Source: an optimization exercise on an open RTL-to-GDS flow (aim: small area and a short achievable clock period). Production flows keep margins and buffers that such runs may drop. The RTL was checked by simulation tests, not by an equivalence proof against the original design.

## flow/design.v (module list and top-level ports; edited modules follow where they fit)
// module AccumulatorScale: 108 lines
// module ScaleRow: 158 lines
// module ScaleLane: 1199 lines
// module ReadyGate: 3 lines
// module FA: 4 lines
// module HA: 4 lines
// module HXNOR: 3 lines
// module HOR: 3 lines
// module PPS: 3 lines
module AccumulatorScale(
  input         clock,
  input         reset,
  output        io_in_ready,
  input         io_in_valid,
  input  [31:0] io_in_bits_acc_read_resp_data_0_0,
  input  [31:0] io_in_bits_acc_read_resp_data_1_0,
  input  [31:0] io_in_bits_acc_read_resp_data_2_0,
  input  [31:0] io_in_bits_acc_read_resp_data_3_0,
  input  [31:0] io_in_bits_acc_read_resp_data_4_0,
  input  [31:0] io_in_bits_acc_read_resp_data_5_0,
  input  [31:0] io_in_bits_acc_read_resp_data_6_0,
  input  [31:0] io_in_bits_acc_read_resp_data_7_0,
  input         io_in_bits_acc_read_resp_fromDMA,
  input  [31:0] io_in_bits_acc_read_resp_scale_bits,
  input  [2:0]  io_in_bits_acc_read_resp_act,
  input  [1:0]  io_in_bits_acc_read_resp_acc_bank_id,
  input         io_out_ready,
  output        io_out_valid,
  output [31:0] io_out_bits_full_data_0_0,
  output [31:0] io_out_bits_full_data_1_0,
  output [31:0] io_out_bits_full_data_2_0,
  output [31:0] io_out_bits_full_data_3_0,
  output [31:0] io_out_bits_full_data_4_0,
  output [31:0] io_out_bits_full_data_5_0,
  output [31:0] io_out_bits_full_data_6_0,
  output [31:0] io_out_bits_full_data_7_0,
  output [7:0]  io_out_bits_data_0_0,
  output [7:0]  io_out_bits_data_1_0,
  output [7:0]  io_out_bits_data_2_0,
  output [7:0]  io_out_bits_data_3_0,
  output [7:0]  io_out_bits_data_4_0,
  output [7:0]  io_out_bits_data_5_0,
  output [7:0]  io_out_bits_data_6_0,
  output [7:0]  io_out_bits_data_7_0,
  output [1:0]  io_out_bits_acc_bank_id,
  output        io_out_bits_fromDMA
);
  // ...
==> flow/flow/run.sh <==
#!/bin/bash
# Layout flow: the standard ORFS flow (standard.sh, synthesis included,
# unchanged) with extra ORFS variables for the layout steps, read from
# extra_vars.txt beside this script: the cell used for the port buffers and
# the setup margin that timing repair aims for.
# Each tool's output goes to log_layout.log in the work folder (and ORFS's
# own per-step logs under orfs/logs).
set -uo pipefail
W=$PWD
EXTRA_VARS="$(cat $W/flow/extra_vars.txt | tr '\n' ' ')"
sed "s|\"\${@:-finish}\"|$EXTRA_VARS \"\${@:-finish}\"|" standard.sh > $W/my_standard.sh
grep -q "SETUP_SLACK_MARGIN" $W/my_standard.sh || { echo "could not add the extra variables"; exit 1; }
bash $W/my_standard.sh finish > $W/log_layout.log 2>&1 || { echo "layout failed"; tail -20 $W/log_layout.log; exit 1; }
test -f out/final.def || { echo "no final.def"; exit 1; }
echo "done"
==> flow/flow/extra_vars.txt <==
BUFFER_PORTS_ARGS="-buffer_cell sky130_fd_sc_hd__buf_1"
SETUP_SLACK_MARGIN=28
==> flow/standard.sh <==
#!/bin/bash
# synth_recipe.tcl (not shown) runs the flow's synth.tcl, then flattens the netlist and writes it again
# the make line also repeats each setting of config.mk as NAME=value (left out here)
make -C /OpenROAD-flow-scripts/flow DESIGN_CONFIG=/design/flow/config.mk WORK_HOME=/design/flow/orfs CLKGATE_MAP_FILE= SYNTH_SCRIPT=/design/flow/synth_recipe.tcl "${@:-finish}"
==> flow/config.mk <==
export PLATFORM = sky130hd
export DESIGN_NAME = AccumulatorScale
export DESIGN_NICKNAME = AccumulatorScale
export VERILOG_FILES = /design/flow/design.v
export SDC_FILE = /design/flow/constraint.sdc
export NUM_CORES = 8
export LEC_CHECK = 0
export ABC_AREA = 1
export CAP_MARGIN = 20
export CELL_PAD_IN_SITES_DETAIL_PLACEMENT = 1
export CELL_PAD_IN_SITES_GLOBAL_PLACEMENT = 1
export CORE_MARGIN = 2
export CORE_UTILIZATION = 30
export CTS_BUF_LIST = sky130_fd_sc_hd__clkbuf_8
export CTS_CLUSTER_DIAMETER = 50
export CTS_CLUSTER_SIZE = 16
export PLACE_DENSITY = 0.45
export SLEW_MARGIN = 20
export SYNTH_HIERARCHICAL = 1
export SYNTH_MINIMUM_KEEP_SIZE = 0
==> flow/constraint.sdc <==
create_clock -name core_clock -period 48.0 [get_ports {clock}]
set_input_delay 9.6000 -clock core_clock [delete_from_list [all_inputs] [get_ports {clock}]]
set_output_delay 9.6000 -clock core_clock [all_outputs]
set_load 0.01 [all_outputs]
==> impl_metrics.py, run 1 <==
metrics = {
    "outcome": {
        "status": "finished clean",
    },
    "global_routing": {
        "grt-ovfl-total": 0,
        "antenna_found_initial": 41,
        "grt_pass1_wl_mm": 1270,
        "grt_pass1_vias": 174000,
    },
    "synthesis": {
        "synthCells": 20800,
        "yosysSeqAreaShare_pct": 36.0,
        "synth_top_area_share_pct": 36.0,
        "yosysMostFrequentCell": "nand2_1",
    },
    "final_layout": {
        "seq_share_pct": 33.1,
        "layout_common_cells": "5,053 x nand2_1, 2,367 x edfxtp_1, 2,205 x inv_1, 1,951 x fa_1, 1,816 x o221ai_1",
        "instances_no_fill": 29700,
        "nFillCells": 75000,
        "biggestCellCategory": "multi-input combinational cells",
    },
    "clocking": {
        "worstSkewPairLatency_ns": 1.21,
        "clk_pin_slew_ns": 0.09,
    },
    "hold_path": {
        "hold_end": "fd6[38]",
        "min_path_type": "reg2reg",
    },
    "die": {
        "die-area_um2": 665000,
        "row_count": 298,
        "fp.coreArea_um2": 658000,
    },
    "sta": {
        "setup_ws_ns": 28.40,
        "drv_slew": 0,
        "fin_setup_tns_ns": 0,
        "clock.fmax_mhz": 51.0,
    },
    "routing": {
        "first_iter_violations": 14300,
    },
    "placed_design": {
        "dp.cells": 29200,
    },
}
==> inputs of run 2 (changes only) <==
--- a/flow/design.v
+++ b/flow/design.v
@@ -275,55 +275,37 @@
   input         snan,    
   input         szero,   
   output [7:0]  y
 );
   wire sx, zx, inc;
   wire [4:0] lz;
   wire [23:0] T;
   assign sx = x[31] & ~relu;
-  wire [31:0] o1, o2, o3, o4, o5;
-  genvar i;
-  generate for (i = 0; i < 32; i = i + 1) begin : sk
-    assign o1[i] = (i % 2 >= 1)  ? x[i]  | x[(i / 2) * 2]           : x[i];
-    assign o2[i] = (i % 4 >= 2)  ? o1[i] | o1[(i / 4) * 4 + 1]      : o1[i];
-    assign o3[i] = (i % 8 >= 4)  ? o2[i] | o2[(i / 8) * 8 + 3]      : o2[i];
-    assign o4[i] = (i % 16 >= 8) ? o3[i] | o3[(i / 16) * 16 + 7]    : o3[i];
-    assign o5[i] = (i >= 16)     ? o4[i] | o4[15]                   : o4[i];
+  assign zx = ~|x | (x[31] & relu);
+  wire [31:0] below;    
+  assign below[0] = 1'b0;
+  genvar gi;
+  generate for (gi = 1; gi < 32; gi = gi + 1) begin : pfx
+    assign below[gi] = below[gi-1] | x[gi-1];
   end endgenerate
-  assign zx = ~o5[31] | (x[31] & relu);
-  wire [31:0] mag = x ^ ({o5[30:0], 1'b0} & {32{sx}});
-  wire [15:0] z2;
-  wire [7:0]  z4;
-  wire [3:0]  z8;
-  generate for (i = 0; i < 16; i = i + 1) begin : zz2
-    assign z2[i] = ~(mag[2*i] | mag[2*i+1]);
-  end endgenerate
-  generate for (i = 0; i < 8; i = i + 1) begin : zz4
-    assign z4[i] = z2[2*i] & z2[2*i+1];
-  end endgenerate
-  generate for (i = 0; i < 4; i = i + 1) begin : zz8
-    assign z8[i] = z4[2*i] & z4[2*i+1];
-  end endgenerate
-  wire l4 = z8[2] & z8[3];
-  wire l3 = l4 ? z8[1] : z8[3];
-  wire [1:0] lzsel43 = {l4, l3};
-  wire l2 = lzsel43 == 2'b11 ? z4[1] : lzsel43 == 2'b10 ? z4[3] : lzsel43 == 2'b01 ? z4[5] : z4[7];
-  wire [2:0] lzn42 = ~{l4, l3, l2};
-  wire l1 = z2[{lzn42, 1'b1}];
-  wire [3:0] lzn41 = ~{l4, l3, l2, l1};
-  wire l0 = ~mag[{lzn41, 1'b1}];
-  assign lz = {l4, l3, l2, l1, l0};
-  wire [31:0] n1 = l4 ? {mag[15:0], 16'd0} : mag;
-  wire [31:0] n2 = l3 ? {n1[23:0], 8'd0} : n1;
-  wire [31:0] n3 = l2 ? {n2[27:0], 4'd0} : n2;
-  wire [31:0] n4 = l1 ? {n3[29:0], 2'd0} : n3;
-  wire [30:0] n5 = l0 ? n4[29:0] << 1 : n4[30:0];
+  wire [31:0] mag = x ^ (below & {32{sx}});
+  wire z16 = ~|mag[31:16];
+  wire [31:0] n1 = z16 ? {mag[15:0], 16'd0} : mag;
+  wire z8 = ~|n1[31:24];
+  wire [31:0] n2 = z8 ? {n1[23:0], 8'd0} : n1;
+  wire z4 = ~|n2[31:28];
+  wire [31:0] n3 = z4 ? {n2[27:0], 4'd0} : n2;
+  wire z2 = ~|n3[31:30];
+  wire [31:0] n4 = z2 ? {n3[29:0], 2'd0} : n3;
+  wire z1 = ~n4[31];
+  wire [30:0] n5 = z1 ? n4[29:0] << 1 : n4[30:0];
+  assign lz = {z16, z8, z4, z2, z1};
   assign T = {1'b1, n5[30:8]};
-  assign inc = n5[7] & (n5[8] | (|n5[6:0]));
+  assign inc = n5[7] & (n5[8] | (|n5[6:0]));    
   wire [2:0] d0 = {1'b0, T[1:0]} + {2'b0, inc};
   wire e0_1 = d0 == 3'd1;
   wire e0_2 = d0 == 3'd2;
   wire e0_3 = d0 == 3'd3;
   wire e0_4 = d0[2];
   wire e1_1 = T[2] & ~T[3];
   wire e1_2 = ~T[2] & T[3];
   wire e1_3 = T[2] & T[3];
==> run 2 against run 1 <==
Design area barely moved. Routed wire length up 0.76%. Synthesized area shrank 0.55%. Die area shrank 0.54%. Sequential cell count is the same. Global-route usage up 0.45 points. Hold slack improved by 0.0056 ns. Synthesized cell count is 2.0% lower. Highest routed layer unchanged. First-iteration DRC count decreased by 0.45%. Clock skew rose by 0.038 ns.
==> impl_metrics.py, run 2 <==
metrics = {
    "final_layout": {
        "layout_common_cells": "4,925 x nand2_1, 2,367 x edfxtp_1, 1,962 x inv_1, 1,943 x fa_1, 1,872 x o221ai_1",
        "nFillCells": 74000,
        "instances_no_fill": 29400,
        "final_nets": 23400,
        "area_growth_pct": 9.46,
        "finalInstanceArea_um2": 215000,
        "layout_commonest_cell": "nand2_1",
        "layout-drive-gt1-share_pct": 9.01,
    },
    "routing": {
        "finalWirelength_mm": 894,
        "drc": 0,
        "ant_nets": 0,
        "firstDrtPassIters": 8,
        "first_iter_violations": 14300,
        "wl_per_cell_um": 30.4,
        "vias": 163000,
        "vias_per_cell": 5.54,
    },
    "placed_design": {
        "portBuffers": 622,
        "post-place-ws_ns": 28.35,
        "dpl-instance-area_um2": 209000,
        "gp_congestion": 0.889,
        "dp.cells": 29000,
        "dp_hpwl_mm": 645,
    },
    "synthesis": {
        "synth.top_cells.by_count": "4,930 x nand2_1, 2,367 x edfxtp_1, 1,958 x inv_1, 1,947 x fa_1, 1,872 x o221ai_1",
        "synth_area_leaders": "edfxtp_1 36%, fa_1 20%, nand2_1 9.4%",
        "synth_edf_count": 2367,
        "synth_nets": 23200,
        "yosysSeqAreaShare_pct": 36.2,
        "yosysMostFrequentCell": "nand2_1",
        "ys_warn_count": 7,
        "syn_avg_cell_area_um2": 9.66,
        "synth_ff_type": "edfxtp_1",
        "synthCells": 20400,
        "synth_seq_cells": 2375,
        "synth_top_area_share_pct": 36.2,
        "syn_area_um2": 197000,
        "synth_top_area_cell": "edfxtp_1",
        "synth.distinct_cells": 62,
        "ys_async_sr_fraction_pct": 0,
    },
    "critical_path": {
        "required_ns": 38.40,
        "setup.worst_path.end": "io_in_ready",
        "worstReg2RegEnd": "res7[52]",
        "crit_start": "io_out_ready",
        "critPathSlowestCell": "buf_1",
        "path_class": "in2out",
        "timing.rr.start": "sc6[32]",
        "crit_top_cell": "buf_1",
        "end_kind": "primary output",
        "cp.arrival_ns": 10.03,
        "reg2regPathDepth": 66,
        "cp_cell_sequence": "buf_1 > inv_1 > nand2_1 > buf_1",
        "crit_path_start_kind": "primary input",
        "critPathMaxStageDelay_ns": 0.15,
        "reg2reg_slack_ns": 31.91,
        "worstPathMaxFanout": 2,
    },
    "sta": {
        "finalClockSkew_ns": 0.187,
        "min_period_ns": 19.63,
        "drv_slew": 0,
        "fin_setup_tns_ns": 0,
        "tightest_slew_ns": 1.19,
        "final-hold-violation-count": 0,
        "setup_ws_ns": 28.37,
        "grt_setup_unrepaired": "no",
        "fin_crit_sh_pct": 40.9,
        "setup_viol": 0,
        "clock.fmax_mhz": 50.9,
        "maxSlewHeadroom_pct": 20.7,
    },
    "hold_path": {
        "min_path_type": "reg2reg",
    },
    "clocking": {
        "hold_buffers": 0,
        "cts_tree": "yes",
        "cts_buffers": 240,
        "clockBufferDepth": 4,
        "cts.sinks": 2375,
        "cts-root-buf": "clkbuf_8",
        "cts_setup_buffers": 0,
        "clk_pin_slew_ns": 0.10,
        "worstSkewPairLatency_ns": 1.27,
        "cts_htree_levels": 4,
        "ctsResizeCount": 0,
    },
    "die": {
        "initial_core_util_pct": 30.1,
        "fp.coreArea_um2": 654000,
        "die-area_um2": 662000,
        "row_count": 297,
        "die_height_um": 814,
        "pin_count": 623,
        "fp.dieW_um": 814,
    },
    "outcome": {
        "status": "finished clean",
    },
    "global_routing": {
        "antenna_found_initial": 41,
        "use_met1_pct": 36.0,
        "grtUsageMet3_pct": 5.86,
        "top_usage_layer": "met2",
        "grt_pass1_vias": 170000,
        "grt-ovfl-total": 0,
        "grtUsageMet2_pct": 40.9,
        "grt_pass1_wl_mm": 1270,
        "track_usage_pct": 26.3,
        "grt_max_degree": 83,
    },
    "run": {
        "max_cap_violations": 0,
    },
}
==> run 2: cell types whose count changed after synthesis, moves of 120 or more <==
cell,delta
nand2_1,-128
buf_2,+136
o21ai_1,+120
clkbuf_1,-288
inv_1,-240
inv_2,+136
nor2_1,-160
==> run 2: routing by layer <==
metal  share of wire, %  routed length (um)
met2                 44              395000
met5              0.019                 173
met1                 44              394000
met3                7.6               68000
met4                4.1               36400
==> run 2: worst max-delay path, delay by kind of cell <==
family                 cells  cell delay [ns]
buffers and inverters      3             0.37
AND/OR/NAND/NOR            1             0.06
==> run 2: worst min-delay path by stage <==
| stage | startpoint | to | cells past startpoint |
|---|---|---|---|
| 6_report | fd2[63] | fd3[63] | 0 |
| 5_1_grt | fd4[70] | fd5[70] | 0 |
| 4_1_cts | sc1[16] | sc2[16] | 0 |
| 3_5_place_dp | fd1[10] | fd2[10] | 0 |
| 3_3_place_gp | fd4[132] | fd5[132] | 0 |
| 2_1_floorplan | fd0[0] | fd1[0] | 0 |
==> run 2: layout make-up <==
class	count	area [um^2]	share of cell area [%]
Antenna cell	32	80.1	0.0372
Inverter	2272	8560	3.98
Timing Repair Buffer	1179	6730	3.13
Clock buffer	242	3330	1.55
Clock inverter	197	2430	1.13
Sequential cell	2375	71200	33.1
Multi-Input combinational cell	14500	112000	52.0
Tap cell	8671	10800	5.04
==> run 2: modules after synthesis, one instance, submodules excluded <==
module / flops+latches / cell area, um^2 / cells inside / copies in the design
ScaleRow: 0 / 1420 / 204 / 1
ReadyGate: 0 / 7.51 / 2 / 1
ScaleLane: 0 / 10800 / 1977 / 8
AccumulatorScale: 2375 / 71400 / 2410 / 1
HA: 0 / 12.5 / 1 / 168
FA: 0 / 20.0 / 1 / 1752
==> run 2: metrics by stage <==
step	hold slack [ns]	util, %
CTS	0.325	32.9
global placement	0.400	32.0
global route	0.358	32.9
finish	0.330	32.9
detailed placement	0.405	32.0
floorplan	0.400	-
==> run 2: kinds of logic (layout without fill, tap and decap cells) <==
kind of cell,count (synthesis),in the layout,synth area share (%)
xor gates and xnor gates,337,337,1.50
muxes,8,8,0.0407
other,0,32,0
DFF,2375,2375,36.2
and+or+nand+nor,7435,7435,16.8
buffers and inverters,3521,3890,6.99
adders and majority gates,2543,2543,23.6
AOI/OAI and AO/OA,4133,4133,14.8

[port drivers added, routing unchanged]
Ports are ideal in the flow. The routed layouts listed here were re-timed in OpenROAD.
Step 1, drivers: a clkbuf_16 drives clock and a buf_2 each remaining input, both assumed.
Step 2 adds t to the input delays and takes it off the output delays; t is the mean of the earliest and latest rising clock arrival at the registers after step 1. Input paths then give back, and output paths get back, about the clock's delay inside the block.
Slacks: ideal ports / drivers / drivers and shift; pairs: ideal ports / drivers.
run | shift t [ns] | setup slack, ns | worst hold slack (ns)
run 1 | 1.268 | 28.399 / 28.370 / 28.370 | 0.324 / 0.324 / 0.324
run 2 | 1.315 | 28.368 / 28.339 / 28.339 | 0.330 / 0.330 / 0.330
After both steps every run listed still meets setup and hold.
